Context: an optimization exercise on an open-source flow, tuned for small area. The choices shown serve that exercise and are no tape-out recipe. The RTL was checked by simulation tests, not by an equivalence proof against the original design. Power and IR drop assume default switching activity.

[flow/config.mk]
export PLATFORM = sky130hd
export DESIGN_NAME = voices
export DESIGN_NICKNAME = voices
export VERILOG_FILES = /design/flow/design.v
export SDC_FILE = /design/flow/constraint.sdc
export NUM_CORES = 4
export LEC_CHECK = 0
export CAP_MARGIN = 20
export CORE_MARGIN = 2
export CORE_UTILIZATION = 40
export CTS_BUF_LIST = sky130_fd_sc_hd__clkbuf_8
export CTS_CLUSTER_DIAMETER = 60
export CTS_CLUSTER_SIZE = 18
export SLEW_MARGIN = 20
[flow/constraint.sdc]
create_clock -name core_clock -period 20.0 [get_ports {clk}]
set_input_delay 4.0000 -clock core_clock [delete_from_list [all_inputs] [get_ports {clk}]]
set_output_delay 4.0000 -clock core_clock [all_outputs]
set_load 0.01 [all_outputs]
[flow/design.v]
module voices (
    input  logic        clk,
    input  logic        rst_n,
    input  logic        sample_strobe,
    input  logic [63:0] freq_in,
    input  logic [47:0] pulse_width_in,
    input  logic [31:0] wave_ctrl_in,
    input  logic [15:0] attack_in,
    input  logic [15:0] decay_in,
    input  logic [15:0] sustain_in,
    input  logic [15:0] release_in,
    output logic [15:0] left_out,
    output logic [15:0] right_out
);
logic [6:0] t;           
logic       run;         
logic [2:0] kb;          
logic       fresh;       
wire [4:0] u = t[4:0];
function automatic logic win(input logic [4:0] x, input integer lo, input integer hi);
    logic [31:0] m;
    integer k;
    for (k = 0; k < 32; k = k + 1) m[k] = (k >= lo) && (k <= hi);
    win = m[x];
endfunction
wire last = run & (kb == 3'd6) & (u == 5'd5);
logic b1, b2, b3;
always_comb begin
    case (kb)
        3'd1:    {b1, b2, b3} = {run, 1'b0, 1'b0};
        3'd2:    {b1, b2, b3} = {run, run, 1'b0};
        3'd3,
        3'd4:    {b1, b2, b3} = {run, run, run};
        3'd5:    {b1, b2, b3} = {1'b0, run, run};
        3'd6:    {b1, b2, b3} = {1'b0, 1'b0, run};
        default: {b1, b2, b3} = 3'b000;
    endcase
end
wire [1:0] v1 = t[6:5];            
always_ff @(posedge clk) begin
    if (!rst_n) begin
        t     <= 7'd0;
        run   <= 1'b0;
        fresh <= 1'b1;
    end else begin
        t <= t + 7'd1;
        if (!run) begin
            if (sample_strobe) begin
                run <= 1'b1;
                kb  <= 3'd0;
            end
        end else begin
            if (u == 5'd31) kb <= kb + 3'd1;
            if (last) begin
                run   <= 1'b0;
                fresh <= 1'b0;
            end
        end
    end
end
logic [127:0] X, Y;
logic xin17, xin25, yin1, yin17;    
always_ff @(posedge clk) begin
    X <= {X[126:25], xin25, X[23:17], xin17, X[15:0], X[127]};
    Y <= {Y[126:17], yin17, Y[15:1], yin1, Y[127]};
end
wire y0  = Y[0]  & ~fresh;
wire y1  = Y[1]  & ~fresh;
wire y2  = Y[2]  & ~fresh;
wire y16 = Y[16] & ~fresh;
wire x8  = X[8]  & ~fresh;
wire x16 = X[16] & ~fresh;
wire x2  = X[2]  | fresh;
wire x7  = X[7]  | fresh;
wire x24 = X[24] | fresh;
wire [3:0] sus_v = sustain_in[4*v1 +: 4];
wire       ss    = sus_v[u[1:0]];                  
wire       gate  = wave_ctrl_in[8*v1];
wire [3:0] att_v = attack_in[4*v1 +: 4];
wire [3:0] dec_v = decay_in[4*v1 +: 4];
wire [3:0] rel_v = release_in[4*v1 +: 4];
wire [15:0] frq_v = freq_in[16*v1 +: 16];
logic [11:0] pw_v;
logic [7:0]  wc_v;
always_comb begin
    case (v1)
        2'd0:    begin pw_v = pulse_width_in[47:36]; wc_v = wave_ctrl_in[31:24]; end
        2'd1:    begin pw_v = pulse_width_in[11:0];  wc_v = wave_ctrl_in[7:0];   end
        2'd2:    begin pw_v = pulse_width_in[23:12]; wc_v = wave_ctrl_in[15:8];  end
        default: begin pw_v = pulse_width_in[35:24]; wc_v = wave_ctrl_in[23:16]; end
    endcase
end
logic [2:0] st;          
logic       ge;          
logic       cmpe;        
logic       cyc, cye;    
function automatic logic [12:0] attack_k(input logic [3:0] c);
    case (c)
        4'd0:  attack_k = 13'd0;
        4'd1:  attack_k = 13'd1;
        4'd2:  attack_k = 13'd2;
        4'd3:  attack_k = 13'd3;
        4'd4:  attack_k = 13'd6;
        4'd5:  attack_k = 13'd9;
        4'd6:  attack_k = 13'd12;
        4'd7:  attack_k = 13'd14;
        4'd8:  attack_k = 13'd18;
        4'd9:  attack_k = 13'd46;
        4'd10: attack_k = 13'd93;
        4'd11: attack_k = 13'd149;
        4'd12: attack_k = 13'd187;
        4'd13: attack_k = 13'd561;
        4'd14: attack_k = 13'd937;
        default: attack_k = 13'd1499;
    endcase
endfunction
function automatic logic [12:0] dr_k(input logic [3:0] c);
    case (c)
        4'd0:  dr_k = 13'd0;
        4'd1:  dr_k = 13'd3;
        4'd2:  dr_k = 13'd8;
        4'd3:  dr_k = 13'd13;
        4'd4:  dr_k = 13'd20;
        4'd5:  dr_k = 13'd31;
        4'd6:  dr_k = 13'd37;
        4'd7:  dr_k = 13'd44;
        4'd8:  dr_k = 13'd55;
        4'd9:  dr_k = 13'd140;
        4'd10: dr_k = 13'd280;
        4'd11: dr_k = 13'd449;
        4'd12: dr_k = 13'd561;
        4'd13: dr_k = 13'd1687;
        4'd14: dr_k = 13'd2811;
        default: dr_k = 13'd4499;
    endcase
endfunction
function automatic logic [255:0] ktab(input logic dr);
    logic [255:0] m;
    logic [12:0]  k;
    integer c, b;
    for (c = 0; c < 16; c = c + 1) begin
        k = dr ? dr_k(c[3:0]) : attack_k(c[3:0]);
        for (b = 0; b < 16; b = b + 1)
            m[c*16 + b] = (b >= 3) ? k[b - 3] : 1'b0;
    end
    ktab = m;
endfunction
localparam logic [255:0] KATT = ktab(1'b0);
localparam logic [255:0] KDR  = ktab(1'b1);
wire [3:0] drc  = st[2] ? dec_v : rel_v;
wire       kbit = st[0] ? KDR[{drc, u[3:0]}] : KATT[{att_v, u[3:0]}];
wire gp    = st[2];
wire nogt  = ~(gate ^ gp);                  
wire clr   = ~nogt | ge | cmpe;             
wire step  = nogt & ~cmpe & ge & (st[0] | (st[2] & ~st[1]));
wire inc   = step & ~st[0];
wire setss = nogt & st[1];
logic [2:0] nst;
always_comb begin
    if (!gp) nst = gate ? 3'b100 : ((st[0] & ~cmpe) ? 3'b001 : 3'b000);
    else if (!gate) nst = 3'b001;
    else if (st[1]) nst = 3'b110;
    else nst = cmpe ? (st[0] ? 3'b110 : 3'b101) : st;
end
wire gef = (u == 5'd3) ? 1'b1 : ge;
wire cef = (u == 5'd8) ? 1'b1 : cmpe;
wire cyc_i = (u == 5'd19) ? 1'b1 : cyc;
wire cye_i = (u == 5'd16) ? 1'b1 : cye;
always_ff @(posedge clk) begin
    if (b1 & (u == 5'd2)) st <= {y0, y1, y2};
    if (b1 & win(u, 3, 15))
        ge <= (y0 & ~kbit) | (y0 & gef) | (~kbit & gef);
    if (b1 & win(u, 8, 15))
        cmpe <= ~st[0] ? (cef & x8) :
                st[2]  ? ((~x8 & ss) | (~x8 & cef) | (ss & cef)) :
                         (cef & ~x8);
    cyc <= cyc_i & y16;
    cye <= cye_i & ~(x16 ^ inc);
end
always_comb begin
    yin17 = Y[16];
    if (b1 & win(u, 16, 18))
        yin17 = (u[1:0] == 2'd0) ? nst[0] : (u[1:0] == 2'd1) ? nst[1] : nst[2];
    else if (b1 & win(u, 19, 31))
        yin17 = ~clr & (y16 ^ cyc_i);
end
always_comb begin
    xin17 = X[16];
    if (b1 & win(u, 16, 23))
        xin17 = setss ? ss : (step ? (x16 ^ cye_i) : x16);
end
logic pc, ovf, dly;
wire fbit = frq_v[u[3:0]];
wire pci  = (u == 5'd16) ? 1'b0 : pc;
wire pco  = (y0 & fbit) | (y0 & pci) | (fbit & pci);
always_comb begin
    yin1 = Y[0];
    if (b1 & u[4]) yin1 = y0 ^ fbit ^ pci;
end
always_ff @(posedge clk) begin
    pc  <= pco;
    if (b1 & (u == 5'd31)) ovf <= pco;
    dly <= x24;
end
always_comb begin
    xin25 = X[24];
    if (b2 & win(u, 0, 22))
        xin25 = ~ovf ? x24 : (u == 5'd0) ? (x2 ^ x7) : dly;
end
logic       pulse;       
logic [5:0] ph;          
logic [7:0] env;         
wire pwb = pw_v[u[3:0]];
wire puf = (u == 5'd0) ? 1'b1 : pulse;
always_ff @(posedge clk) begin
    if (b2 & win(u, 0, 11))
        pulse <= (Y[12] & ~pwb) | (Y[12] & puf) | (~pwb & puf);
    if (b2 & win(u, 6, 11))
        ph <= {Y[12], ph[5:1]};
    if (b2 & win(u, 0, 7))
        env <= {X[32], env[7:1]};
end
wire       mul = b2 & win(u, 16, 27);
wire [3:0] wi  = u[3:0];
wire       top = (wi == 4'd11);
function automatic logic [10:0] sine_lut(input logic [3:0] i);
    case (i)
        4'd0:  sine_lut = 11'd0;
        4'd1:  sine_lut = 11'd201;
        4'd2:  sine_lut = 11'd399;
        4'd3:  sine_lut = 11'd594;
        4'd4:  sine_lut = 11'd783;
        4'd5:  sine_lut = 11'd965;
        4'd6:  sine_lut = 11'd1137;
        4'd7:  sine_lut = 11'd1299;
        4'd8:  sine_lut = 11'd1447;
        4'd9:  sine_lut = 11'd1582;
        4'd10: sine_lut = 11'd1702;
        4'd11: sine_lut = 11'd1805;
        4'd12: sine_lut = 11'd1891;
        4'd13: sine_lut = 11'd1959;
        4'd14: sine_lut = 11'd2008;
        default: sine_lut = 11'd2037;
    endcase
endfunction
function automatic logic [255:0] stab();
    logic [255:0] m;
    logic [10:0]  l;
    integer c, b;
    for (c = 0; c < 16; c = c + 1) begin
        l = sine_lut(c[3:0]);
        for (b = 0; b < 16; b = b + 1)
            m[c*16 + b] = (b <= 10) ? l[b] : 1'b0;
    end
    stab = m;
endfunction
localparam logic [255:0] STAB = stab();
wire        lb  = STAB[{ph[3:0], wi}];
logic       sf;           
wire        sfi = (wi == 4'd0) ? ph[4] : sf;
always_ff @(posedge clk) sf <= ph[4] ? (sfi & lb) : (sfi | lb);
wire sine  = top ? (ph[5] ? (~ph[4] & ~sfi) : 1'b1)
                 : (lb ^ (ph[5] ? sfi : ph[4]));
wire saw   = Y[28];
wire trw   = top ? ph[5] : (saw ^ ph[5]);
logic noise;
always_comb begin
    case (wi)
        4'd4:  noise = X[44];
        4'd5:  noise = X[43];
        4'd6:  noise = X[41];
        4'd7:  noise = X[38];
        4'd8:  noise = X[37];
        4'd9:  noise = X[35];
        4'd10: noise = X[32];
        4'd11: noise = X[31];
        default: noise = 1'b0;
    endcase
end
wire wave = (|wc_v[7:3]) & (~wc_v[5] | saw) & (~wc_v[4] | trw) &
            (~wc_v[6] | pulse) & (~wc_v[7] | noise) & (~wc_v[3] | sine);
wire sbit = mul & (top ? ~wave : wave);
logic [7:0] acc;
wire       neg = sbit & top;
wire [7:0] xb  = {8{sbit}} & (env ^ {8{top}});
logic [8:0] cy;
logic [7:0] sm;
always_comb begin
    cy[0] = neg;
    for (int k = 0; k < 8; k++) begin
        sm[k]   = acc[k] ^ xb[k] ^ cy[k];
        cy[k+1] = (acc[k] & xb[k]) | (acc[k] & cy[k]) | (xb[k] & cy[k]);
    end
end
wire arith = (b2 & win(u, 28, 31)) | (b3 & win(u, 0, 3));
always_ff @(posedge clk) acc <= {arith ? acc[7] : (cy[8] ^ neg), sm[7:1]};
wire pbit = sm[0];
logic [17:0] mix;
logic        mc;
wire mixw  = (b2 & win(u, 20, 31)) | (b3 & win(u, 0, 5));
wire first = (kb == 3'd2) | ((kb == 3'd3) & win(u, 0, 5));
wire mm    = ~first & mix[0];
wire mci   = (u == 5'd20) ? 1'b0 : mc;
always_ff @(posedge clk) begin
    mc <= (pbit & mm) | (pbit & mci) | (mm & mci);
    if (mixw) mix <= {pbit ^ mm ^ mci, mix[17:1]};
end
assign left_out  = mix[17:2] & {16{~fresh}};
assign right_out = mix[17:2] & {16{~fresh}};
endmodule
[flow/flow/run.sh]
#!/bin/bash
# Standard ORFS layout, with the port buffers made of the smallest buffer cell
# and a clock tree of clkbuf_8 cells without dummy loads.
set -euo pipefail
export BUFFER_PORTS_ARGS="-buffer_cell sky130_fd_sc_hd__buf_1"
export CTS_ARGS="-sink_clustering_enable -repair_clock_nets -buf_list sky130_fd_sc_hd__clkbuf_4 -sink_clustering_size 10 -sink_clustering_max_diameter 40 -dont_use_dummy_load"
bash standard.sh finish > standard.log 2>&1
[flow/standard.sh]
#!/bin/bash
# synth_recipe.tcl (not shown) runs the flow's synth.tcl, then flattens the netlist and writes it again
# the make line also repeats each setting of config.mk as NAME=value (left out here)
make -C /OpenROAD-flow-scripts/flow DESIGN_CONFIG=/design/flow/config.mk WORK_HOME=/design/flow/orfs CLKGATE_MAP_FILE= SYNTH_SCRIPT=/design/flow/synth_recipe.tcl "${@:-finish}"
==> results of run 1 <==
path summary, 6_finish.rpt:
path / to / cells after the start
max: acc[7] / 16
min: X[53] / 0
max reg2reg: acc[7] / 20
min reg2reg: X[53] / 0
metal layers:
metal / vias to the layer above / GRT usage (%) / part of all wire, %
li1: 3434 / - / -
met1: 3514 / 23.9 / 49
met2: 213 / 24.4 / 44
met3: 32 / 3.34 / 5.4
met4: 0 / 3.94 / 1.4
met5: - / 0 / 0
critical path, delay by kind of cell:
kind	cells	cell delay, ns
compound gates	2	0.51
xor+xnor	1	0.13
fa+ha+maj	8	2.84
buf+inv	2	0.11
mux	2	0.80
simple gates	1	0.55
cells by family (layout without fill, tap and decap cells):
group,after synthesis,in the layout,share of synthesized area (%)
mux,95,95,14.7
fa+ha+maj,32,32,4.22
buf+inv,87,308,3.82
flops,321,321,61.3
xor+xnor,8,8,0.626
simple gates,166,166,7.59
compound gates,126,126,7.77
other cells,0,1,0
placed cells by master (no fill, tap or decap), types with 4 or more instances in the layout:
cell type / count
o211ai_1: 4
fa_1: 10
clkbuf_4: 38
nor2_1: 34
and2_1: 10
nand3b_1: 4
nand2_1: 39
or4_1: 4
edfxtp_1: 43
a211oi_1: 6
xnor2_1: 7
ha_1: 20
buf_4: 7
mux2_2: 10
a31oi_1: 8
o21ai_0: 30
mux4_2: 44
a221oi_1: 6
nor3_1: 11
nor2b_1: 35
dfxtp_1: 275
a2111oi_0: 5
a21oi_1: 24
nor3b_1: 4
nand3_1: 9
mux2i_1: 32
nand2b_1: 5
inv_1: 28
buf_1: 234
mux4_1: 7
metrics by stage:
stage          std cells  utilization (%)  hold WS, ns  worst slack, ns  total power [mW]
6_report            1435             45.5        0.298            11.38              1.01
5_1_grt             1435             45.5        0.295            11.23              1.06
4_1_cts             1434             45.5        0.298            11.36              1.03
3_5_place_dp        1396             44.5        0.312            10.74             0.761
3_3_place_gp        1396             44.5        0.310            10.77             0.759
2_1_floorplan        835                -        0.310            11.14             0.729
cell usage after synthesis (7+ instances only):
library cell and instances:
nand2_1 39, fa_1 10, nor3_1 12, mux2_2 10, dfxtp_1 278, mux2i_1 32
ha_1 20, mux4_2 44, buf_2 12, a21oi_1 24, o21ai_0 31, nor2_1 34
nand3_1 9, inv_1 28, edfxtp_1 43, xnor2_1 7, clkbuf_1 20, and2_1 10
buf_4 21, mux4_1 7, a31oi_1 8, nor2b_1 35
state kept, by name, indices dropped and copies added, names as in the netlist, 6 cells and up:
signal and cells:
mix 18, t 7, acc 8, X 128, env 8, Y 128, ph 6
power by group through the flow:
stage | registers [mW] | clock network (mW) | logic, mW
after floorplan | 0.681 | 0 | 0.0483
after global placement | 0.684 | 0 | 0.0752
after detailed placement | 0.684 | 0 | 0.0766
after CTS | 0.670 | 0.280 | 0.0770
after global routing | 0.671 | 0.306 | 0.0850
final | 0.669 | 0.265 | 0.0774
cell type report:
cell class | instances | area share [%]
antenna | 1 | 0.0199
clock buffer | 38 | 2.27
inverter | 29 | 0.865
multi-input combinational | 427 | 31.2
sequential | 321 | 54.5
tap | 378 | 3.76
timing repair buffer | 241 | 7.40
==> impl_metrics.py, run 1 <==
metrics = {
    "outcome": {
        "status": "no timing/DRC/antenna violations",
    },
    "logic_synthesis": {
        "synth_area_leader_cell": "dfxtp_1",
        "synth_edf_count": 43,
        "synth_nets": 1076,
        "ys_types": 65,
        "syn_inst": 835,
        "yosysSeqAreaShare_pct": 61.3,
        "synth_flop_cell": "dfxtp_1",
        "yosys_warnings": 1,
        "ys_async_sr_fraction_pct": 0,
        "ys_ff_latch": 321,
        "synth_area_leaders": "dfxtp_1, edfxtp_1, mux4_2, mux2i_1, ha_1",
        "syn_area_per_cell_um2": 13.4,
        "netlist_area_um2": 11200,
        "synth_top_area_share_pct": 49.7,
    },
    "pwr": {
        "power.switching_mw": 0.225,
        "power.density_nw_per_um2": 80.4,
        "vdd_ir_drop_max_v": 0.0000545,
        "p_int_mw": 0.787,
        "power_frac_seq_pct": 66.1,
        "combPwrFrac_pct": 7.7,
        "leakage_nw": 4.57,
        "pwr-share-clk_pct": 26.2,
        "sw_frac_of_total_pct": 22.2,
    },
    "final_layout": {
        "multi_input_area_um2": 3920,
        "fin_nets": 1299,
        "drive_gt1_share_pct": 10.7,
        "synthToLayoutAreaGrowth_pct": 12.5,
        "fillerInstances": 2592,
        "postLayoutCellArea_um2": 12600,
        "seqCellArea_um2": 6860,
    },
    "timing": {
        "final.min_clock_period_ns": 8.62,
        "setup_tns_ns": 0,
        "timing.slew.headroom_pct": 27.8,
        "fin_skew_ns": 0.0603,
        "max_clock_freq_mhz": 116,
        "fin_crit_sh_pct": 43.1,
        "worst_pin_slew_ns": 1.08,
        "setup_viol": 0,
        "slew_viol_final": 0,
        "rsz0062_at_grt": "no",
        "hold_viol": 0,
    },
    "floorplanning": {
        "fp.dieW_um": 171,
        "ios": 243,
        "die_h_um": 171,
        "die-area_um2": 29300,
        "start_util_pct": 40.5,
        "core_um2": 27600,
        "row_count": 61,
    },
    "worst_hold_path": {
        "min-delay-start": "X[52]",
        "hp-class": "reg2reg",
    },
    "critical_path": {
        "cp-start-kind": "input port",
        "crit_top_cell": "fa_1",
        "worstSetupEndpointType": "flop",
        "slowest_delay_ns": 0.55,
        "cp_slowest_cell": "or4_1",
        "cp-startpoint": "wave_ctrl_in[19]",
        "crit_required_ns": 20.33,
        "crit_arrival_ns": 8.95,
        "path_max_fanout": 8,
        "crit_chain": "buf_1 -> mux4_2 -> or4_1 -> o211a_1 -> o2111ai_1 -> mux2_2 -> fa_1 -> inv_1 -> fa_1 -> fa_1 -> fa_1 -> fa_1 -> fa_1 -> fa_1 -> fa_1 -> xnor2_1",
        "r2r-start": "t[0]",
        "critical_path_class": "in2reg",
        "r2r_slack_ns": 12.54,
    },
    "cts": {
        "h-tree-depth": 2,
        "cts_resized": 0,
        "postCtsHoldBufs": 0,
        "clockRootBuffer": "clkbuf_4",
        "cts_setup_buffers": 0,
        "numClockSinks": 321,
        "numCtsBuffers": 38,
        "cts_tree": "done",
        "cts.clk_slew.worst_paths_ns": 0.10,
        "clockBufferDepth": 3,
        "clk_latency_ns": 0.63,
    },
    "job": {
        "drv_cap": 0,
    },
    "global_routing": {
        "grt.total_usage_pct": 16.2,
        "grt_overflow": 0,
        "grt_max_degree": 51,
        "grt_pass1_vias": 6935,
        "antenna_found_initial": 1,
        "grt_pass1_wl_um": 37000,
    },
    "detailed_routing": {
        "drt_pass1_iterations": 5,
        "wl_per_cell_um": 16.4,
        "drtAntennaViolNets": 0,
        "viasPerCell": 5.01,
        "num_vias": 7193,
        "drt_iter0_markers": 398,
        "wl_um": 23600,
        "route.detailed.drc": 0,
    },
    "place": {
        "hpwl_um": 16600,
        "numPortBuffers": 234,
        "placed_area_um2": 12300,
        "place.gp.congestion": 0.864,
    },
}
==> inputs of run 2 (changes only) <==
==> flow/flow/run.sh (replaced) <==
#!/bin/bash
# Standard ORFS layout with three changes:
#  - after floorplanning, the logic between the registers is remapped for area
#    (OpenROAD restructure, flow/rmp.tcl),
#  - the port buffers are made of the smallest buffer cell,
#  - the clock tree is built of clkbuf_8 cells without dummy loads.
set -euo pipefail
W=$(pwd)
python3 flow/dontuse_lib.py "$FLOW_HOME/platforms/sky130hd/config.mk" \
  "$FLOW_HOME/platforms/sky130hd/lib/sky130_fd_sc_hd__tt_025C_1v80.lib" "$W/rmp.lib" > dontuse_lib.log 2>&1
export RMP_LIB="$W/rmp.lib"
export POST_FLOORPLAN_TCL="$W/flow/rmp.tcl"
export BUFFER_PORTS_ARGS="-buffer_cell sky130_fd_sc_hd__buf_1"
export CTS_ARGS="-sink_clustering_enable -repair_clock_nets -buf_list sky130_fd_sc_hd__clkbuf_8 -sink_clustering_size 18 -sink_clustering_max_diameter 60 -dont_use_dummy_load"
bash standard.sh finish > standard.log 2>&1
==> flow/flow/dontuse_lib.py (new file) <==
"""Copy a liberty file without the cells the platform marks don't-use.

usage: dontuse_lib.py PLATFORM_CONFIG_MK IN_LIB OUT_LIB
"""
import re
import sys

cfg, src, dst = sys.argv[1:4]
text = open(cfg).read()
m = re.search(r"export DONT_USE_CELLS \+= \\\n((?:.*\\\n)*.*\n)", text)
names = set(re.findall(r"sky130_\w+", m.group(1)))
lib = open(src).read()
out = []
pos = 0
dropped = 0
for cm in re.finditer(r'\n\s*cell\s*\(\s*"?(\w+)"?\s*\)\s*\{', lib):
    if cm.group(1) not in names or cm.start() < pos:
        continue
    # find the matching closing brace
    depth = 0
    i = cm.end() - 1
    while True:
        c = lib[i]
        if c == "{":
            depth += 1
        elif c == "}":
            depth -= 1
            if depth == 0:
                break
        i += 1
    out.append(lib[pos:cm.start()])
    pos = i + 1
    dropped += 1
out.append(lib[pos:])
open(dst, "w").write("".join(out))
print(f"dropped {dropped} of {len(names)} don't-use cells")
==> flow/flow/rmp.tcl (new file) <==
# Area recovery on the synthesized logic, after floorplanning (POST_FLOORPLAN_TCL).
# The registers are left as they are; only the logic between them is remapped,
# with a liberty file that leaves out the platform's don't-use cells.
restructure -liberty_file $::env(RMP_LIB) -target area \
  -tielo_port sky130_fd_sc_hd__conb_1/LO -tiehi_port sky130_fd_sc_hd__conb_1/HI \
  -work_dir $::env(OBJECTS_DIR) -abc_logfile $::env(LOG_DIR)/2_1_restructure_abc.log
restructure -liberty_file $::env(RMP_LIB) -target area \
  -tielo_port sky130_fd_sc_hd__conb_1/LO -tiehi_port sky130_fd_sc_hd__conb_1/HI \
  -work_dir $::env(OBJECTS_DIR) -abc_logfile $::env(LOG_DIR)/2_1_restructure2_abc.log
==> run 2 against run 1 <==
Synthesized cell count is the same. Still clean. Clock skew rose by 0.012 ns. Global-route usage decreased by 0.13 points. Fmax increased by 5.8%. Combinational power rose by 32%. Sequential share of layout area rose by 2.2 points. Register-to-register slack gained 0.89 ns. Largest cell class unchanged. Worst setup slack improved by 0.47 ns. Highest routed layer unchanged. Non-clock buffer count is 5 higher. Via count rose by 12%. Critical path type unchanged. Flip-flop and latch count unchanged. Largest power group unchanged.
==> impl_metrics.py, run 2 <==
metrics = {
    "final_layout": {
        "postLayoutCellArea_um2": 12100,
        "layout_common_cells": "dfxtp_1, buf_1, nor2_1",
        "drive_gt1_share_pct": 3.45,
        "seqCellArea_um2": 6860,
        "multi_input_area_um2": 3220,
        "final_common_cell": "dfxtp_1",
        "fillerInstances": 2690,
        "reg_top3": "X: 128 flops, Y: 128 flops, mix: 18 flops",
        "fin_nets": 1371,
        "synthToLayoutAreaGrowth_pct": 8.14,
    },
    "timing": {
        "max_clock_freq_mhz": 123,
        "timing.slew.headroom_pct": 32.8,
        "setup_tns_ns": 0,
        "rsz0062_at_grt": "no",
        "hold_viol": 0,
        "slew_viol_final": 0,
        "fin_crit_sh_pct": 40.7,
        "fin_skew_ns": 0.0726,
        "setup_viol": 0,
        "worst_pin_slew_ns": 1.01,
        "final.min_clock_period_ns": 8.15,
        "fin_ws_ns": 11.85,
    },
    "global_routing": {
        "grt_pass1_vias": 7526,
        "grt_pass1_wl_um": 37700,
        "grt.total_usage_pct": 16.1,
        "grt_max_degree": 88,
        "grt_overflow": 0,
        "antenna_found_initial": 1,
    },
    "logic_synthesis": {
        "syn_area_per_cell_um2": 13.4,
        "synth_top_cells_by_count": "dfxtp_1, mux4_2, edfxtp_1",
        "synth_edf_count": 43,
        "synth_area_leader_cell": "dfxtp_1",
        "ys_ff_latch": 321,
        "ys_async_sr_fraction_pct": 0,
        "yosys_warnings": 1,
        "synth_top_area_share_pct": 49.7,
        "ys_types": 65,
        "synth_most_common_cell": "dfxtp_1",
        "synth_flop_cell": "dfxtp_1",
        "synth_nets": 1076,
        "syn_inst": 835,
        "netlist_area_um2": 11200,
        "synth_area_leaders": "dfxtp_1, edfxtp_1, mux4_2, mux2i_1, ha_1",
        "yosysSeqAreaShare_pct": 61.3,
    },
    "critical_path": {
        "critical_path_class": "in2reg",
        "critical_path_buf_inv_count": 2,
        "cp_slowest_cell": "nor4_1",
        "slowest_delay_ns": 0.50,
        "crit_chain": "buf_1 -> o221ai_1 -> nand2_1 -> a22oi_1 -> o2111ai_1 -> nor4_1 -> clkinv_1 -> a21o_1 -> o21ai_0 -> nor2_1 -> o21ai_0 -> nor2_1 -> o21ai_0 -> nor2_1 -> o21ai_0 -> nor2_1 -> o21ai_0 -> nor2_1 -> o21ai_0 -> nor2_1 -> o21ai_0 -> nor2_1 -> o21a_1 -> a2bb2oi_1",
        "path_max_fanout": 8,
        "crit_required_ns": 20.26,
        "crit_arrival_ns": 8.41,
        "cp-start-kind": "input port",
        "critPathTopFamily": "compound AO/OA/AOI/OAI gates",
        "worstSetupEndpointType": "flop",
    },
    "detailed_routing": {
        "num_vias": 8027,
        "drt_pass1_iterations": 5,
        "viasPerCell": 5.22,
        "wl_um": 24800,
        "drt_iter0_markers": 454,
        "wl_per_cell_um": 16.1,
        "route.detailed.drc": 0,
        "drtAntennaViolNets": 0,
    },
    "outcome": {
        "status": "no timing/DRC/antenna violations",
    },
    "cts": {
        "cts.clk_slew.worst_paths_ns": 0.10,
        "numClockSinks": 321,
        "cts_setup_buffers": 0,
        "cts_tree": "done",
        "numCtsBuffers": 23,
        "cts_resized": 0,
        "h-tree-depth": 1,
        "clockRootBuffer": "clkbuf_8",
        "postCtsHoldBufs": 0,
        "clockBufferDepth": 3,
        "clk_latency_ns": 0.55,
    },
    "pwr": {
        "power.density_nw_per_um2": 88.0,
        "vdd_ir_drop_max_v": 0.0000508,
        "leakage_nw": 4.08,
    },
    "worst_hold_path": {
        "hp-class": "reg2reg",
    },
    "floorplanning": {
        "die-area_um2": 29300,
        "ios": 243,
        "row_count": 61,
        "fp.dieW_um": 171,
        "core_um2": 27600,
        "start_util_pct": 40.5,
        "die_h_um": 171,
    },
    "place": {
        "hpwl_um": 17100,
        "place_ws_ns": 11.29,
        "numPortBuffers": 234,
        "place.gp.congestion": 0.886,
        "placed_area_um2": 11800,
    },
    "job": {
        "drv_cap": 0,
    },
}
run 2: cell counts after synthesis:
Identical to the previous run, type by type.
run 2: metal layers:
metal,vias up,global-route usage (%),share of wire (%)
met2,319,27.4,46
met1,3725,19.9,44
met3,60,3.08,7.2
li1,3923,-,-
met5,-,0,0
met4,0,6.71,3.6
run 2: report_power, final:
group	internal [mW]	switching, mW	leakage [nW]
Sequential	0.672	0.00754	2.65
Clock	0.103	0.179	0.165
Combinational	0.0420	0.0601	1.26
Total	0.818	0.247	4.08
run 2: cell families (layout without fill, tap and decap cells):
family	after synthesis	in the layout	share of synthesized area, %
XOR/XNOR	8	2	0.626
flip-flops	321	321	61.3
AND/OR/NAND/NOR	166	187	7.59
adder cells (fa/ha/maj)	32	0	4.22
AO/OA/AOI/OAI	126	310	7.77
multiplexers	95	0	14.7
other	0	2	0
buffers and inverters	87	338	3.82
run 2: through the flow:
step	power, mW	util (%)	hold slack (ns)	cells
after detailed placement	0.796	42.6	0.312	1513
after global routing	1.12	43.8	0.303	1536
final	1.06	43.8	0.303	1538
after CTS	1.08	43.8	0.294	1536
after floorplan	0.729	-	0.310	835
after global placement	0.794	42.6	0.310	1513
run 2: path summary, 6_finish.rpt:
kind	start	endpoint	slack (ns)	cells past startpoint
max reg2reg	t[1]	acc[7]	13.43	30
min reg2reg	X[52]	X[53]	0.30	0
max	wave_ctrl_in[13]	acc[7]	11.85	24
min	X[52]	X[53]	0.30	0
run 2: layout make-up:
| cell class | count | share of cell area, % |
|---|---|---|
| Timing Repair Buffer | 246 | 8.00 |
| Multi-Input combinational cell | 499 | 26.6 |
| Clock buffer | 23 | 2.62 |
| Inverter | 69 | 2.14 |
| Tap cell | 378 | 3.91 |
| Sequential cell | 321 | 56.7 |
| Antenna cell | 2 | 0.0414 |
run 2: worst reg2reg max path: cells and delay by family, from the launching register on:
family          cells  cell delay, ns
buf+inv             4            0.76
compound gates     14            2.83
flops               1            0.33
simple gates       12            2.43
==> inputs of run 3 (changes only) <==
==> flow/flow/rmp.tcl (replaced) <==
# Area recovery on the synthesized logic, after floorplanning (POST_FLOORPLAN_TCL).
# The registers are left as they are; only the logic between them is remapped,
# with a liberty file that leaves out the platform's don't-use cells.
restructure -liberty_file $::env(RMP_LIB) -target area \
  -tielo_port sky130_fd_sc_hd__conb_1/LO -tiehi_port sky130_fd_sc_hd__conb_1/HI \
  -work_dir $::env(OBJECTS_DIR) -abc_logfile $::env(LOG_DIR)/2_1_restructure_abc.log
==> run 3 against run 2 <==
Via count is essentially flat. Die area is the same. Sequential share of layout area barely moved. Register-to-register slack worse by 0.14 ns. Global-route usage grew 0.66 points. Wire length up 3.9%. Sequential power barely moved. Critical path depth unchanged. Synthesized cell count did not move. Highest routed layer unchanged.
==> impl_metrics.py, run 3 <==
metrics = {
    "global_routing": {
        "gr-usage-met3_pct": 2.88,
        "grt_util_met1_pct": 20.4,
        "grt_max_degree": 71,
        "busiest_layer": "met2",
        "grt.total_usage_pct": 16.7,
        "grt_overflow": 0,
        "grt_pass1_vias": 7350,
        "antenna_found_initial": 0,
        "met2_usage_pct": 28.2,
        "grt_pass1_wl_um": 38400,
    },
    "timing": {
        "rsz0062_at_grt": "no",
        "hold_viol": 0,
        "final.min_clock_period_ns": 8.77,
        "setup_viol": 0,
        "worst_pin_slew_ns": 0.929,
        "whs_ns": 0.284,
        "setup_tns_ns": 0,
        "slew_viol_final": 0,
        "max_clock_freq_mhz": 114,
        "timing.slew.headroom_pct": 38.1,
        "fin_skew_ns": 0.0372,
        "fin_crit_sh_pct": 43.8,
    },
    "final_layout": {
        "fin_nets": 1367,
        "diodes": 0,
        "seqCellArea_um2": 6860,
        "drive_gt1_share_pct": 3.38,
        "layout_common_cells": "dfxtp_1, buf_1, nor2_1",
        "multi_input_area_um2": 3240,
        "fillerInstances": 2646,
        "synthToLayoutAreaGrowth_pct": 8.11,
        "reg_top3": "X: 128 flops, Y: 128 flops, mix: 18 flops",
        "final_common_cell": "dfxtp_1",
    },
    "logic_synthesis": {
        "synth_top_cells_by_count": "dfxtp_1, mux4_2, edfxtp_1",
        "synth_edf_count": 43,
        "ys_async_sr_fraction_pct": 0,
        "yosysSeqAreaShare_pct": 61.3,
        "ys_types": 65,
        "synth_flop_cell": "dfxtp_1",
        "netlist_area_um2": 11200,
        "syn_area_per_cell_um2": 13.4,
        "synth_most_common_cell": "dfxtp_1",
        "synth_top_area_share_pct": 49.7,
        "synth_area_leader_cell": "dfxtp_1",
        "synth_nets": 1076,
        "yosys_warnings": 1,
        "synth_area_leaders": "dfxtp_1, edfxtp_1, mux4_2, mux2i_1, ha_1",
        "syn_inst": 835,
        "ys_ff_latch": 321,
    },
    "detailed_routing": {
        "drt_iter0_markers": 575,
        "viasPerCell": 5.24,
        "wl_per_cell_um": 16.8,
        "drt_pass1_iterations": 7,
        "wl_um": 25800,
        "num_vias": 8031,
        "drtAntennaViolNets": 0,
        "route.detailed.drc": 0,
    },
    "pwr": {
        "leakage_nw": 4.07,
        "power.density_nw_per_um2": 87.3,
        "vdd_ir_drop_max_v": 0.0000446,
    },
    "worst_hold_path": {
        "holdPathEnd": "Y[35]",
        "hp-class": "reg2reg",
        "hold_depth": 0,
        "min-delay-start": "Y[34]",
    },
    "cts": {
        "cts_setup_buffers": 0,
        "h-tree-depth": 1,
        "clk_latency_ns": 0.52,
        "cts_resized": 0,
        "clockBufferDepth": 3,
        "postCtsHoldBufs": 0,
        "cts.clk_slew.worst_paths_ns": 0.11,
        "numCtsBuffers": 22,
        "numClockSinks": 321,
        "cts_tree": "done",
        "clockRootBuffer": "clkbuf_8",
    },
    "critical_path": {
        "cp_slowest_cell": "nor4_1",
        "crit_chain": "buf_1 -> a221oi_1 -> nor2_1 -> a22o_1 -> or4_1 -> nor4_1 -> clkinv_1 -> a21o_1 -> o21ai_0 -> nor2_1 -> o21ai_0 -> nor2_1 -> o21ai_0 -> nor2_1 -> o21ai_0 -> nor2_1 -> o21ai_0 -> nor2_1 -> o21ai_0 -> nor2_1 -> o21ai_0 -> nor2_1 -> o21a_1 -> a2bb2oi_1",
        "critPathTopFamily": "compound AO/OA/AOI/OAI gates",
        "r2r_end": "acc[7]",
        "worstSetupEndpointType": "flop",
        "path_max_fanout": 8,
        "crit_required_ns": 20.28,
        "crit_arrival_ns": 9.05,
        "r2r_cells": 27,
        "r2r-start": "t[0]",
        "cp-start-kind": "input port",
        "crit_top_cell": "nor2_1",
        "critical_path_class": "in2reg",
        "slowest_delay_ns": 0.55,
        "critical_path_buf_inv_count": 2,
        "r2r_slack_ns": 13.29,
    },
    "outcome": {
        "status": "no timing/DRC/antenna violations",
    },
    "place": {
        "numPortBuffers": 234,
        "hpwl_um": 18000,
        "place.gp.congestion": 0.882,
    },
    "floorplanning": {
        "die_h_um": 171,
        "row_count": 61,
        "die-area_um2": 29300,
        "ios": 243,
        "core_um2": 27600,
        "fp.dieW_um": 171,
        "start_util_pct": 40.5,
    },
    "job": {
        "drv_cap": 0,
    },
}
run 3: kinds of logic (layout without fill, tap and decap cells):
kind of cell             Yosys count  count (layout)  share of synthesized area [%]
XOR/XNOR                           8               2                          0.626
buffers and inverters             87             334                           3.82
AO/OA/AOI/OAI                    126             313                           7.77
multiplexers                      95               0                           14.7
flip-flops                       321             321                           61.3
AND/OR/NAND/NOR                  166             184                           7.59
adder cells (fa/ha/maj)           32               0                           4.22
run 3: worst register-to-register path: stages, from the launching register on:
cell and delay [ns]:
dfxtp_1 0.35, clkinv_1 0.06, buf_4 0.25, nor2_1 0.56
clkinv_1 0.40, nor2_1 0.32, o21ai_0 0.12, o311a_1 0.11
or4_1 0.56, nor4_1 0.55, clkinv_1 0.39, a21o_1 0.27
o21ai_0 0.13, nor2_1 0.06, o21ai_0 0.27, nor2_1 0.09
o21ai_0 0.26, nor2_1 0.08, o21ai_0 0.26, nor2_1 0.08
o21ai_0 0.25, nor2_1 0.08, o21ai_0 0.24, nor2_1 0.08
o21ai_0 0.29, nor2_1 0.09, o21a_1 0.18, a2bb2oi_1 0.12
run 3: cell type report:
cell class,instances,area share [%]
clock buffers,22,2.50
inverters,65,2.02
multi-input cells,499,26.8
flip-flops and latches,321,56.7
well taps,378,3.91
repair buffers,247,8.07
run 3: per-stage QoR:
step	utilization [%]	setup slack (ns)	instance area, um2	cells	power (mW)
6_report	43.8	11.23	12100	1532	1.06
5_1_grt	43.8	10.64	12100	1532	1.11
4_1_cts	43.8	11.20	12100	1532	1.07
3_5_place_dp	42.7	10.61	11800	1510	0.799
3_3_place_gp	42.7	10.68	11800	1510	0.797
2_1_floorplan	-	11.14	11200	835	0.729
run 3: how the worst max path moves through the flow:
stage	start	end	slack (ns)	cells past startpoint
2_1_floorplan	wave_ctrl_in[19]	acc[7]	11.14	15
3_3_place_gp	wave_ctrl_in[22]	acc[7]	10.68	24
3_5_place_dp	wave_ctrl_in[22]	acc[7]	10.61	24
4_1_cts	wave_ctrl_in[22]	acc[7]	11.20	24
5_1_grt	wave_ctrl_in[22]	acc[7]	10.64	24
6_report	wave_ctrl_in[22]	acc[7]	11.23	24
run 3: report_power, final:
part / internal (mW) / leakage [nW] / switching [mW]
Combinational: 0.0427 / 1.25 / 0.0610
Sequential: 0.674 / 2.66 / 0.00795
Clock: 0.0993 / 0.158 / 0.172
Total: 0.815 / 4.07 / 0.241
run 3: layer usage:
layer  vias up  routed length, um
li1       3921                  -
met1      3700              11000
met2       345              11600
met3        65               1860
met4         0               1340
met5         -                  0
==> inputs of run 4 (changes only) <==
==> flow/config.mk (replaced) <==
export PLATFORM = sky130hd
export DESIGN_NAME = voices
export DESIGN_NICKNAME = voices
export VERILOG_FILES = /design/flow/design.v
export SDC_FILE = /design/flow/constraint.sdc
export NUM_CORES = 4
export LEC_CHECK = 0
export ABC_AREA = 1
export CAP_MARGIN = 20
export CORE_MARGIN = 2
export CORE_UTILIZATION = 40
export SLEW_MARGIN = 20
==> run 4 against run 3 <==
Still clean on timing, DRC and antenna. Core utilization fell by 1.2 points. Clock skew rose by 0.044 ns. Die area rose by 1.1%. Critical path depth rose by 3. Combinational power fell by 31%. Sequential share of layout area rose by 1.1 points. Worst hold slack got worse by 0.0037 ns. Non-clock buffer count fell by 2. First-iteration DRC count rose by 8.3%. Critical endpoint unchanged. Largest cell class unchanged. Largest power group unchanged.
==> impl_metrics.py, run 4 <==
metrics = {
    "cts": {
        "numClockSinks": 321,
        "cts_resized": 0,
        "clockRootBuffer": "clkbuf_8",
        "clk_latency_ns": 0.55,
        "cts_setup_buffers": 0,
        "numCtsBuffers": 23,
        "clockBufferDepth": 3,
        "cts_tree": "done",
        "cts.clk_slew.worst_paths_ns": 0.10,
        "h-tree-depth": 1,
        "postCtsHoldBufs": 0,
    },
    "final_layout": {
        "multi_input_area_um2": 2970,
        "final_common_cell": "dfxtp_1",
        "drive_gt1_share_pct": 3.46,
        "layout_common_cells": "dfxtp_1, buf_1, nor2_1",
        "synthToLayoutAreaGrowth_pct": 4.75,
        "reg_top3": "X: 128 flops, Y: 128 flops, mix: 18 flops",
        "fin_nets": 1340,
        "seqCellArea_um2": 6860,
        "postLayoutCellArea_um2": 11900,
        "fillerInstances": 2709,
    },
    "timing": {
        "final.min_clock_period_ns": 8.85,
        "fin_skew_ns": 0.0811,
        "setup_viol": 0,
        "timing.slew.headroom_pct": 27.4,
        "setup_tns_ns": 0,
        "max_clock_freq_mhz": 113,
        "hold_viol": 0,
        "fin_crit_sh_pct": 44.2,
        "slew_viol_final": 0,
        "worst_pin_slew_ns": 1.08,
        "whs_ns": 0.280,
        "rsz0062_at_grt": "no",
    },
    "pwr": {
        "vdd_ir_drop_max_v": 0.0000544,
        "leakage_nw": 4.11,
        "power.density_nw_per_um2": 85.8,
    },
    "logic_synthesis": {
        "synth_edf_count": 43,
        "ys_async_sr_fraction_pct": 0,
        "synth_area_leader_cell": "dfxtp_1",
        "syn_area_per_cell_um2": 9.76,
        "synth_top_area_share_pct": 49.2,
        "synth_nets": 1401,
        "synth_flop_cell": "dfxtp_1",
        "ys_types": 55,
        "synth_area_leaders": "dfxtp_1, edfxtp_1, nand2_1, nand3_1, inv_1",
        "netlist_area_um2": 11300,
        "yosys_warnings": 1,
        "yosysSeqAreaShare_pct": 60.6,
        "syn_inst": 1160,
        "synth_top_cells_by_count": "dfxtp_1, nand2_1, inv_1",
        "ys_ff_latch": 321,
        "synth_most_common_cell": "dfxtp_1",
    },
    "floorplanning": {
        "die-area_um2": 29700,
        "die_h_um": 172,
        "core_um2": 27900,
        "start_util_pct": 40.6,
        "row_count": 61,
        "ios": 243,
        "fp.dieW_um": 172,
    },
    "critical_path": {
        "critical_path_class": "in2reg",
        "r2r-start": "t[1]",
        "r2r_end": "acc[7]",
        "crit_required_ns": 20.24,
        "cp-startpoint": "wave_ctrl_in[15]",
        "cp-start-kind": "input port",
        "cp-endpoint": "acc[7]",
        "r2r_cells": 33,
        "r2r_slack_ns": 12.34,
        "path_max_fanout": 8,
        "worstSetupEndpointType": "flop",
        "crit_arrival_ns": 9.08,
    },
    "detailed_routing": {
        "drtAntennaViolNets": 0,
        "wl_per_cell_um": 19.4,
        "viasPerCell": 5.21,
        "wl_um": 29200,
        "drt_iter0_markers": 623,
        "num_vias": 7842,
        "route.detailed.drc": 0,
        "drt_pass1_iterations": 5,
    },
    "place": {
        "hpwl_um": 20600,
        "numPortBuffers": 234,
        "place.gp.congestion": 0.960,
        "placed_area_um2": 11500,
    },
    "global_routing": {
        "grt_overflow": 0,
        "antenna_found_initial": 1,
        "grt_max_degree": 41,
        "grt_pass1_wl_um": 41800,
        "grt_pass1_vias": 7125,
        "grt.total_usage_pct": 19.0,
    },
    "outcome": {
        "status": "no timing/DRC/antenna violations",
    },
    "job": {
        "drv_cap": 0,
    },
    "worst_hold_path": {
        "hp-class": "reg2reg",
    },
}
==> run 4: cell count changes in the layout (fill, tap and decap cells not counted), moves of 12 or more <==
cell,previous run,this run
a22oi_1,2,14
a31oi_1,20,3
a221oi_1,36,5
o221a_1,18,2
o221ai_1,55,15
nor2_1,103,81
a222oi_1,1,37
nand2_1,22,39
o22ai_1,9,23
==> run 4: worst min-delay path by stage <==
stage	end	slack [ns]	startpoint	cells past startpoint
2_1_floorplan	X[0]	0.31	X[127]	0
3_5_place_dp	X[48]	0.31	X[47]	0
4_1_cts	X[87]	0.28	X[86]	0
6_report	X[87]	0.28	X[86]	0
3_3_place_gp	X[35]	0.31	X[34]	0
5_1_grt	X[87]	0.27	X[86]	0
==> run 4: layout make-up <==
| type | instances | share of cell area, % |
|---|---|---|
| timing repair buffer | 245 | 8.10 |
| clock buffer | 23 | 2.67 |
| antenna | 1 | 0.0211 |
| multi-input combinational | 463 | 25.0 |
| sequential | 321 | 57.8 |
| inverter | 75 | 2.37 |
| tap | 378 | 3.99 |
==> run 4: routing by layer <==
| layer | routed length [um] | up-vias | GRT usage [%] |
|---|---|---|---|
| met3 | 2760 | 93 | 5.38 |
| met2 | 12600 | 350 | 29.9 |
| met4 | 1960 | 0 | 11.9 |
| met5 | 0 | - | 0 |
| li1 | - | 3732 | - |
| met1 | 11900 | 3667 | 23.0 |
==> run 4: report_power, final <==
| group | total (mW) | switching (mW) | leakage, nW | internal [mW] |
|---|---|---|---|---|
| Combinational | 0.0715 | 0.0441 | 1.30 | 0.0273 |
| Clock | 0.280 | 0.177 | 0.165 | 0.103 |
| Sequential | 0.665 | 0.00467 | 2.64 | 0.660 |
| Total | 1.02 | 0.226 | 4.11 | 0.791 |
==> run 4: worst max-delay path, stage by stage <==
cell	delay (ns)
buf_1	0.08
a222oi_1	0.30
nand2_1	0.20
and4_1	0.29
a31o_1	0.20
a2111oi_0	0.64
nor2_1	0.07
a2111oi_0	0.30
buf_4	0.22
o221ai_1	0.16
nand2_1	0.12
o21ai_0	0.14
nor2_1	0.17
o21ai_0	0.13
and2_0	0.17
o21bai_1	0.17
and2_0	0.15
o21bai_1	0.17
and2_0	0.15
o21bai_1	0.17
and2_0	0.15
o21bai_1	0.17
and2_0	0.16
o21bai_1	0.18
and2_0	0.15
o21bai_1	0.16
xnor2_1	0.13
==> run 4: cells by family (layout without fill, tap and decap cells) <==
| logic type | after synthesis | after routing | synth area share [%] |
|---|---|---|---|
| AO/OA/AOI/OAI | 143 | 276 | 8.14 |
| XOR/XNOR | 11 | 5 | 0.851 |
| adder cells (fa/ha/maj) | 30 | 0 | 3.98 |
| buffers and inverters | 166 | 343 | 7.03 |
| flip-flops | 321 | 321 | 60.6 |
| multiplexers | 0 | 3 | 0 |
| other | 0 | 1 | 0 |
| AND/OR/NAND/NOR | 489 | 179 | 19.4 |
==> run 4: metrics by stage <==
step	setup slack (ns)	cells	power [mW]	util, %
floorplan	11.88	1160	0.739	-
finish	11.15	1506	1.02	42.6
detailed placement	10.70	1482	0.747	41.4
CTS	11.20	1505	1.03	42.6
global route	10.76	1506	1.06	42.6
global placement	10.84	1482	0.747	41.4
==> inputs of run 5 (changes only) <==
--- a/flow/config.mk
+++ b/flow/config.mk
@@ -6,7 +6,7 @@
 export NUM_CORES = 4
 export LEC_CHECK = 0
-export ABC_AREA = 1
-export CAP_MARGIN = 20
+export CAP_MARGIN = 10
 export CORE_MARGIN = 2
 export CORE_UTILIZATION = 40
-export SLEW_MARGIN = 20
+export GPL_TIMING_DRIVEN = 0
+export SLEW_MARGIN = 10
==> run 5 against run 4 <==
Highest routed layer unchanged. Total power rose by 4.1%. Fmax down 1.3%. Wire length fell by 13%. Still clean on timing, DRC and antenna. Register-to-register slack lost 0.72 ns. Flip-flop and latch count unchanged. Critical endpoint unchanged. Non-clock buffer count rose by 14. Final cell count grew 2.5%.
==> impl_metrics.py, run 5 <==
metrics = {
    "final_layout": {
        "multi_input_area_um2": 3240,
        "synthToLayoutAreaGrowth_pct": 8.60,
        "fin_nets": 1379,
        "final_common_cell": "dfxtp_1",
        "instances_no_fill": 1544,
        "layout_common_cells": "dfxtp_1, buf_1, nor2_1",
        "diodes": 0,
        "drive_gt1_share_pct": 2.74,
        "fillerInstances": 2689,
        "postLayoutCellArea_um2": 12200,
        "seqCellArea_um2": 6860,
        "reg_top3": "X: 128 flops, Y: 128 flops, mix: 18 flops",
    },
    "global_routing": {
        "grt.total_usage_pct": 16.2,
        "grt_pass1_vias": 7376,
        "grt_overflow": 0,
        "antenna_found_initial": 0,
        "grt_pass1_wl_um": 37700,
        "met2_usage_pct": 27.5,
        "grt_util_met1_pct": 20.2,
        "busiest_layer": "met2",
        "grt_max_degree": 85,
        "gr-usage-met3_pct": 2.30,
    },
    "critical_path": {
        "cp-start-kind": "input port",
        "critical_path_class": "in2reg",
        "crit_arrival_ns": 9.19,
        "crit_required_ns": 20.23,
        "path_max_fanout": 8,
        "worstSetupEndpointType": "flop",
    },
    "timing": {
        "slew_viol_final": 0,
        "worst_pin_slew_ns": 1.21,
        "fin_skew_ns": 0.0548,
        "setup_viol": 0,
        "timing.slew.headroom_pct": 19.0,
        "setup_tns_ns": 0,
        "rsz0062_at_grt": "no",
        "fin_ws_ns": 11.04,
        "final.min_clock_period_ns": 8.96,
        "fin_crit_sh_pct": 44.8,
        "hold_viol": 0,
        "max_clock_freq_mhz": 112,
    },
    "logic_synthesis": {
        "ys_types": 65,
        "synth_area_leaders": "dfxtp_1, edfxtp_1, mux4_2, mux2i_1, ha_1",
        "ys_async_sr_fraction_pct": 0,
        "yosysSeqAreaShare_pct": 61.3,
        "syn_inst": 835,
        "synth_flop_cell": "dfxtp_1",
        "synth_top_area_share_pct": 49.7,
        "synth_nets": 1076,
        "ys_ff_latch": 321,
        "synth_top_cells_by_count": "dfxtp_1, mux4_2, edfxtp_1",
        "synth_most_common_cell": "dfxtp_1",
        "syn_area_per_cell_um2": 13.4,
        "yosys_warnings": 1,
        "synth_area_leader_cell": "dfxtp_1",
        "netlist_area_um2": 11200,
        "synth_edf_count": 43,
    },
    "pwr": {
        "power.density_nw_per_um2": 87.1,
        "vdd_ir_drop_max_v": 0.0000530,
        "power_mw": 1.06,
        "leakage_nw": 4.07,
    },
    "place": {
        "hpwl_um": 17900,
        "placed_area_um2": 11800,
        "numPortBuffers": 234,
        "dp_cells": 1522,
        "place_ws_ns": 10.51,
        "place.gp.congestion": 0.886,
    },
    "floorplanning": {
        "start_util_pct": 40.5,
        "core_um2": 27600,
        "ios": 243,
        "fp.dieW_um": 171,
        "die_h_um": 171,
        "row_count": 61,
        "die-area_um2": 29300,
    },
    "cts": {
        "cts_tree": "done",
        "numClockSinks": 321,
        "cts_resized": 0,
        "numCtsBuffers": 22,
        "cts_setup_buffers": 0,
        "cts.clk_slew.worst_paths_ns": 0.10,
        "clockRootBuffer": "clkbuf_8",
        "postCtsHoldBufs": 0,
        "clk_latency_ns": 0.53,
        "h-tree-depth": 1,
        "clockBufferDepth": 3,
    },
    "detailed_routing": {
        "route.detailed.drc": 0,
        "drtAntennaViolNets": 0,
        "drt_pass1_iterations": 6,
        "num_vias": 8117,
        "viasPerCell": 5.26,
        "drt_iter0_markers": 531,
        "wl_um": 25400,
        "wl_per_cell_um": 16.4,
    },
    "worst_hold_path": {
        "hp-class": "reg2reg",
    },
    "outcome": {
        "status": "no timing/DRC/antenna violations",
    },
    "job": {
        "drv_cap": 0,
    },
}
[run 5: kinds of logic (layout without fill, tap and decap cells)]
family	count (synthesis)	after routing	share of synthesized area, %
DFF	321	321	61.3
muxes	95	0	14.7
AOI/OAI and AO/OA	126	313	7.77
buffers and inverters	87	346	3.82
xor gates and xnor gates	8	2	0.626
and+or+nand+nor	166	184	7.59
adders and majority gates	32	0	4.22
[run 5: worst paths after layout]
| kind | from | cells after the start | endpoint | slack, ns |
|---|---|---|---|---|
| max | wave_ctrl_in[22] | 24 | acc[7] | 11.04 |
| min | X[59] | 0 | X[60] | 0.32 |
| max reg2reg | t[0] | 26 | acc[7] | 11.62 |
| min reg2reg | X[59] | 0 | X[60] | 0.32 |
[run 5: per-layer routing]
metal | vias up | routed length [um]
met5 | - | 0
met4 | 0 | 1250
met3 | 73 | 1700
met2 | 345 | 11600
met1 | 3759 | 10800
li1 | 3940 | -
[run 5: stage by stage]
step                      hold slack, ns  utilization, %
after floorplan                    0.310               -
after global placement             0.310            42.6
after detailed placement           0.312            42.9
after CTS                          0.311            44.0
after global routing               0.310            44.0
final                              0.315            44.0
[run 5: worst max-delay path, stage by stage]
cell and delay [ns]:
buf_1 0.07, a221oi_1 0.29, nor2_1 0.18, a22o_1 0.25, or4_1 0.55, nor4_1 0.58
clkinv_1 0.39, a21o_1 0.26, o21ai_0 0.14, nor2_1 0.06, o21ai_0 0.27, nor2_1 0.08
o21ai_0 0.29, nor2_1 0.08, o21ai_0 0.26, nor2_1 0.08, o21ai_0 0.29, nor2_1 0.08
o21ai_0 0.25, nor2_1 0.08, o21ai_0 0.26, nor2_1 0.09, o21a_1 0.18, a2bb2oi_1 0.12
[run 5: final cells by class]
class	count	area share [%]
Timing Repair Buffer	237	7.74
Inverter	65	2.03
Buffer	22	0.680
Clock buffer	22	2.49
Sequential cell	321	56.5
Multi-Input combinational cell	499	26.7
Tap cell	378	3.89
[run 5: where the power goes]
part	total (mW)	internal, mW	switching [mW]
sequential	0.685	0.673	0.0116
combinational	0.0998	0.0424	0.0574
clock	0.274	0.0992	0.175
==> inputs of run 6 (changes only) <==
--- a/flow/flow/rmp.tcl
+++ b/flow/flow/rmp.tcl
@@ -5,2 +5,5 @@
   -tielo_port sky130_fd_sc_hd__conb_1/LO -tiehi_port sky130_fd_sc_hd__conb_1/HI \
   -work_dir $::env(OBJECTS_DIR) -abc_logfile $::env(LOG_DIR)/2_1_restructure_abc.log
+restructure -liberty_file $::env(RMP_LIB) -target area \
+  -tielo_port sky130_fd_sc_hd__conb_1/LO -tiehi_port sky130_fd_sc_hd__conb_1/HI \
+  -work_dir $::env(OBJECTS_DIR) -abc_logfile $::env(LOG_DIR)/2_1_restructure2_abc.log
--- a/flow/config.mk
+++ b/flow/config.mk
@@ -6,7 +6,8 @@
 export NUM_CORES = 4
 export LEC_CHECK = 0
-export CAP_MARGIN = 10
+export ABC_AREA = 1
+export CAP_MARGIN = 20
 export CORE_MARGIN = 2
 export CORE_UTILIZATION = 40
 export GPL_TIMING_DRIVEN = 0
-export SLEW_MARGIN = 10
+export SLEW_MARGIN = 20
==> run 6 against run 5 <==
Highest routed layer unchanged. Critical path depth is 1 higher. Total power is 4.8% lower. Sequential power is 2% lower. Critical endpoint unchanged.
==> impl_metrics.py, run 6 <==
metrics = {
    "outcome": {
        "status": "no timing/DRC/antenna violations",
    },
    "logic_synthesis": {
        "ys_types": 55,
        "syn_inst": 1160,
        "synth_area_leaders": "dfxtp_1, edfxtp_1, nand2_1, nand3_1, inv_1",
        "synth_top_cells_by_count": "dfxtp_1, nand2_1, inv_1",
        "synth_most_common_cell": "dfxtp_1",
        "synth_top_area_share_pct": 49.2,
        "ys_ff_latch": 321,
        "synth_flop_cell": "dfxtp_1",
        "yosysSeqAreaShare_pct": 60.6,
        "synth_nets": 1401,
        "netlist_area_um2": 11300,
        "synth_edf_count": 43,
        "syn_area_per_cell_um2": 9.76,
        "ys_async_sr_fraction_pct": 0,
        "synth_area_leader_cell": "dfxtp_1",
        "yosys_warnings": 1,
    },
    "global_routing": {
        "met2_usage_pct": 27.3,
        "grt_max_degree": 36,
        "grt_pass1_vias": 7274,
        "busiest_layer": "met2",
        "grt.total_usage_pct": 15.7,
        "grt_overflow": 0,
        "gr-usage-met3_pct": 2.93,
        "grt_util_met1_pct": 18.8,
        "grt_pass1_wl_um": 36800,
        "antenna_found_initial": 0,
    },
    "final_layout": {
        "diodes": 0,
        "fillerInstances": 2689,
        "multi_input_area_um2": 2920,
        "fin_nets": 1345,
        "instances_no_fill": 1510,
        "seqCellArea_um2": 6860,
        "reg_top3": "X: 128 flops, Y: 128 flops, mix: 18 flops",
        "final_common_cell": "dfxtp_1",
        "synthToLayoutAreaGrowth_pct": 4.77,
        "drive_gt1_share_pct": 3.00,
        "layout_common_cells": "dfxtp_1, buf_1, nor2_1",
    },
    "pwr": {
        "vdd_ir_drop_max_v": 0.0000489,
        "leakage_nw": 4.08,
        "pwr-share-clk_pct": 27.3,
        "combPwrFrac_pct": 6.4,
        "power.switching_mw": 0.219,
        "power.density_nw_per_um2": 85.0,
        "p_int_mw": 0.789,
        "power_frac_seq_pct": 66.2,
        "sw_frac_of_total_pct": 21.7,
    },
    "floorplanning": {
        "row_count": 61,
        "ios": 243,
        "start_util_pct": 40.6,
        "core_um2": 27900,
        "die_h_um": 172,
        "die-area_um2": 29700,
        "fp.dieW_um": 172,
    },
    "cts": {
        "numCtsBuffers": 22,
        "postCtsHoldBufs": 0,
        "cts_tree": "done",
        "clk_latency_ns": 0.54,
        "numClockSinks": 321,
        "cts.clk_slew.worst_paths_ns": 0.10,
        "cts_resized": 0,
        "h-tree-depth": 1,
        "clockBufferDepth": 3,
        "clockRootBuffer": "clkbuf_8",
        "cts_setup_buffers": 0,
    },
    "detailed_routing": {
        "wl_um": 24200,
        "viasPerCell": 5.08,
        "num_vias": 7674,
        "wl_per_cell_um": 16.0,
        "drt_pass1_iterations": 7,
        "drtAntennaViolNets": 0,
        "drt_iter0_markers": 488,
        "route.detailed.drc": 0,
    },
    "timing": {
        "worst_pin_slew_ns": 0.908,
        "setup_viol": 0,
        "fin_skew_ns": 0.0354,
        "slew_viol_final": 0,
        "final.min_clock_period_ns": 8.45,
        "timing.slew.headroom_pct": 38.7,
        "hold_viol": 0,
        "fin_crit_sh_pct": 42.3,
        "max_clock_freq_mhz": 118,
        "rsz0062_at_grt": "no",
        "setup_tns_ns": 0,
    },
    "place": {
        "dp_cells": 1488,
        "place.gp.congestion": 0.898,
        "numPortBuffers": 234,
        "hpwl_um": 17600,
    },
    "job": {
        "drv_cap": 0,
    },
    "worst_hold_path": {
        "hp-class": "reg2reg",
    },
    "critical_path": {
        "worstSetupEndpointType": "flop",
        "critical_path_class": "in2reg",
        "path_max_fanout": 8,
        "cp-start-kind": "input port",
        "crit_required_ns": 20.26,
        "crit_arrival_ns": 8.71,
    },
}
-- run 6: cell count changes in the layout (fill, tap and decap cells not counted), sizes merged, moves of 13 or more --
| cell | change |
|---|---|
| o221a | -17 |
| a222oi | +33 |
| nand2 | +24 |
| a221oi | -28 |
| o22ai | +21 |
| a31oi | -14 |
| o21a | -13 |
| o221ai | -39 |
| o21ai | +16 |
| nor2 | -19 |
-- run 6: worst max-delay path, stage by stage --
cell       delay (ns)
buf_1            0.07
a222oi_1         0.27
o21ai_0          0.28
o2111a_1         0.26
nor4_1           0.48
nor2_1           0.10
a2111oi_2        0.78
o221ai_1         0.33
nand2_1          0.15
o21ai_0          0.15
nor2_1           0.16
o21ai_0          0.14
nor2_1           0.12
o21ai_0          0.13
nor2_1           0.12
o21ai_0          0.14
nor2_1           0.12
o21ai_0          0.13
nor2_1           0.12
o21ai_0          0.12
nor2_1           0.12
o21ai_0          0.13
nor2_1           0.12
o21a_1           0.13
xnor2_1          0.06
-- run 6: cells by family (layout without fill, tap and decap cells) --
kind of cell | Yosys count | count (layout) | share of synthesized area (%)
mux | 0 | 2 | 0
buf+inv | 166 | 349 | 7.03
flops | 321 | 321 | 60.6
fa+ha+maj | 30 | 0 | 3.98
simple gates | 489 | 175 | 19.4
xor+xnor | 11 | 5 | 0.851
compound gates | 143 | 280 | 8.14
-- run 6: cell type report --
class                   instances  area share [%]
well taps                     378            3.99
plain buffers                  18           0.570
repair buffers                239            8.21
inverters                      70            2.22
clock buffers                  22            2.55
multi-input cells             462            24.7
flip-flops and latches        321            57.8
-- run 6: path summary, 6_finish.rpt --
| check | startpoint | to | slack, ns | cells past startpoint |
|---|---|---|---|---|
| setup reg to reg | t[0] | acc[7] | 11.83 | 32 |
| hold / removal | X[104] | X[105] | 0.31 | 0 |
| setup / recovery | wave_ctrl_in[31] | acc[7] | 11.55 | 25 |
| hold reg to reg | X[104] | X[105] | 0.31 | 0 |
-- run 6: layer usage --
metal	part of all wire, %	routed length, um	up-vias
met5	0	0	-
met4	4.3	1040	0
met3	6.4	1540	55
met2	46	11200	306
met1	43	10400	3566
li1	-	-	3747
-- run 6: power by group through the flow --
stage	registers (mW)	clock network (mW)	logic [mW]
3_3_place_gp	0.683	0	0.0619
5_1_grt	0.669	0.314	0.0717
6_report	0.668	0.275	0.0648
3_5_place_dp	0.682	0	0.0636
2_1_floorplan	0.692	0	0.0465
4_1_cts	0.668	0.290	0.0639
-- run 6: through the flow --
| stage | area, um2 | setup slack (ns) | hold WS (ns) | utilization, % | power (mW) |
|---|---|---|---|---|---|
| after floorplan | 11300 | 11.88 | 0.310 | - | 0.739 |
| after global placement | 11400 | 10.11 | 0.311 | 40.9 | 0.744 |
| after detailed placement | 11600 | 10.96 | 0.312 | 41.5 | 0.746 |
| after CTS | 11900 | 11.52 | 0.301 | 42.6 | 1.02 |
| after global routing | 11900 | 10.79 | 0.312 | 42.6 | 1.05 |
| final | 11900 | 11.55 | 0.306 | 42.6 | 1.01 |
==> inputs of run 7 (changes only) <==
--- a/flow/config.mk
+++ b/flow/config.mk
@@ -10,4 +10,3 @@
 export CORE_MARGIN = 2
 export CORE_UTILIZATION = 40
-export GPL_TIMING_DRIVEN = 0
 export SLEW_MARGIN = 20
==> run 7 against run 6 <==
Still clean on timing, DRC and antenna. Sequential power hardly changed. Core utilization is 0.49 points lower. Register-to-register slack worse by 0.06 ns. Fmax is 0.74% higher.
==> impl_metrics.py, run 7 <==
metrics = {
    "cts": {
        "cts_setup_buffers": 0,
        "numCtsBuffers": 22,
        "numClockSinks": 321,
        "clockRootBuffer": "clkbuf_8",
        "cts_resized": 0,
        "clk_latency_ns": 0.53,
        "postCtsHoldBufs": 0,
        "cts_tree": "done",
        "clockBufferDepth": 3,
        "cts.clk_slew.worst_paths_ns": 0.10,
    },
    "final_layout": {
        "final_common_cell": "dfxtp_1",
        "fin_nets": 1329,
        "drive_gt1_share_pct": 3.05,
        "fillerInstances": 2672,
        "synthToLayoutAreaGrowth_pct": 3.56,
        "layout_common_cells": "dfxtp_1, buf_1, nor2_1",
        "reg_top3": "X: 128 flops, Y: 128 flops, mix: 18 flops",
        "utilization_pct": 42.1,
    },
    "logic_synthesis": {
        "ys_async_sr_fraction_pct": 0,
        "syn_area_per_cell_um2": 9.76,
        "yosys_warnings": 1,
        "ys_types": 55,
        "synth_most_common_cell": "dfxtp_1",
        "syn_inst": 1160,
        "netlist_area_um2": 11300,
        "synth_area_leaders": "dfxtp_1, edfxtp_1, nand2_1, nand3_1, inv_1",
        "yosysSeqAreaShare_pct": 60.6,
        "synth_edf_count": 43,
        "ys_ff_latch": 321,
        "synth_top_area_share_pct": 49.2,
        "synth_area_leader_cell": "dfxtp_1",
    },
    "pwr": {
        "power.density_nw_per_um2": 85.9,
    },
    "global_routing": {
        "grt_pass1_vias": 6959,
        "grt.total_usage_pct": 15.3,
        "grt_overflow": 0,
        "grt_max_degree": 40,
        "met2_usage_pct": 26.5,
        "gr-usage-met3_pct": 2.31,
        "grt_pass1_wl_um": 35800,
        "antenna_found_initial": 0,
    },
    "timing": {
        "slew_viol_final": 0,
        "max_clock_freq_mhz": 119,
        "worst_pin_slew_ns": 0.885,
        "setup_viol": 0,
        "final.min_clock_period_ns": 8.39,
        "rsz0062_at_grt": "no",
        "fin_crit_sh_pct": 41.9,
        "hold_viol": 0,
    },
    "floorplanning": {
        "die_h_um": 172,
        "fp.dieW_um": 172,
        "ios": 243,
        "core_um2": 27900,
        "start_util_pct": 40.6,
    },
    "critical_path": {
        "cp-start-kind": "input port",
        "critical_path_class": "in2reg",
        "crit_required_ns": 20.27,
        "slowest_delay_ns": 0.39,
        "cp_slowest_cell": "nor4_1",
        "crit_arrival_ns": 8.66,
    },
    "detailed_routing": {
        "num_vias": 7568,
        "route.detailed.drc": 0,
        "drt_iter0_markers": 511,
        "viasPerCell": 5.06,
        "wl_per_cell_um": 16.1,
        "wl_um": 24100,
    },
    "place": {
        "hpwl_um": 17500,
        "place.gp.congestion": 0.906,
        "numPortBuffers": 234,
    },
    "worst_hold_path": {
        "hp-class": "reg2reg",
    },
    "outcome": {
        "status": "no timing/DRC/antenna violations",
    },
    "job": {
        "drv_cap": 0,
    },
}
-- run 7: cell counts after synthesis --
Identical to the previous run, type by type.
-- run 7: cell families (layout without fill, tap and decap cells) --
family / Yosys count / in the layout / synth area share [%]
AND/OR/NAND/NOR: 489 / 175 / 19.4
buffers and inverters: 166 / 333 / 7.03
XOR/XNOR: 11 / 5 / 0.851
other: 0 / 1 / 0
AO/OA/AOI/OAI: 143 / 280 / 8.14
multiplexers: 0 / 2 / 0
flip-flops: 321 / 321 / 60.6
adder cells (fa/ha/maj): 30 / 0 / 3.98
-- run 7: where the power goes --
part	internal (mW)	total, mW	switching [mW]	leakage (nW)
sequential	0.662	0.668	0.00615	2.64
clock	0.0993	0.275	0.176	0.158
combinational	0.0273	0.0635	0.0362	1.26
-- run 7: critical path: cells and delay by family --
kind / cells / cell delay (ns)
XOR/XNOR: 1 / 0.12
AND/OR/NAND/NOR: 9 / 1.06
AO/OA/AOI/OAI: 13 / 3.21
buffers and inverters: 2 / 0.26
-- run 7: metrics by stage --
stage / cell area [um2] / setup WS, ns / cells / power, mW / hold WS, ns
finish: 11700 / 11.61 / 1495 / 1.01 / 0.303
global placement: 11400 / 11.20 / 1472 / 0.745 / 0.311
CTS: 11700 / 11.61 / 1494 / 1.02 / 0.301
detailed placement: 11400 / 11.06 / 1472 / 0.745 / 0.312
floorplan: 11300 / 11.88 / 1160 / 0.739 / 0.310
global route: 11700 / 10.77 / 1494 / 1.05 / 0.301
-- run 7: path summary, 6_finish.rpt --
path                                       start  slack [ns]  depth (start not counted)  endpoint
worst max-delay path            wave_ctrl_in[31]       11.61                         25    acc[7]
worst min-delay path                      X[102]        0.30                          0    X[103]
worst max register to register              t[0]       11.77                         32    acc[7]
worst min register to register            X[102]        0.30                          0    X[103]
-- run 7: cell type report --
class,count,area [um2],area share (%)
flip-flops and latches,321,6860,58.5
multi-input cells,462,2890,24.7
repair buffers,241,931,7.94
well taps,378,473,4.03
clock buffers,22,303,2.58
inverters,70,263,2.24
diodes,1,2.50,0.0213
-- run 7: layer usage --
metal  share of wire (%)  vias up
li1                    -     3718
met1                  43     3543
met2                  47      261
met3                 6.2       46
met4                 3.9        0
met5                   0        -

Re-timed with assumed drivers on the ports (clkbuf_16 on the clock, buf_2 on other inputs), run 7 has 11.628 ns of setup slack against 11.612 ns with ideal ports, and 11.084 ns once port delays also move by the mid clock arrival of 0.544 ns.
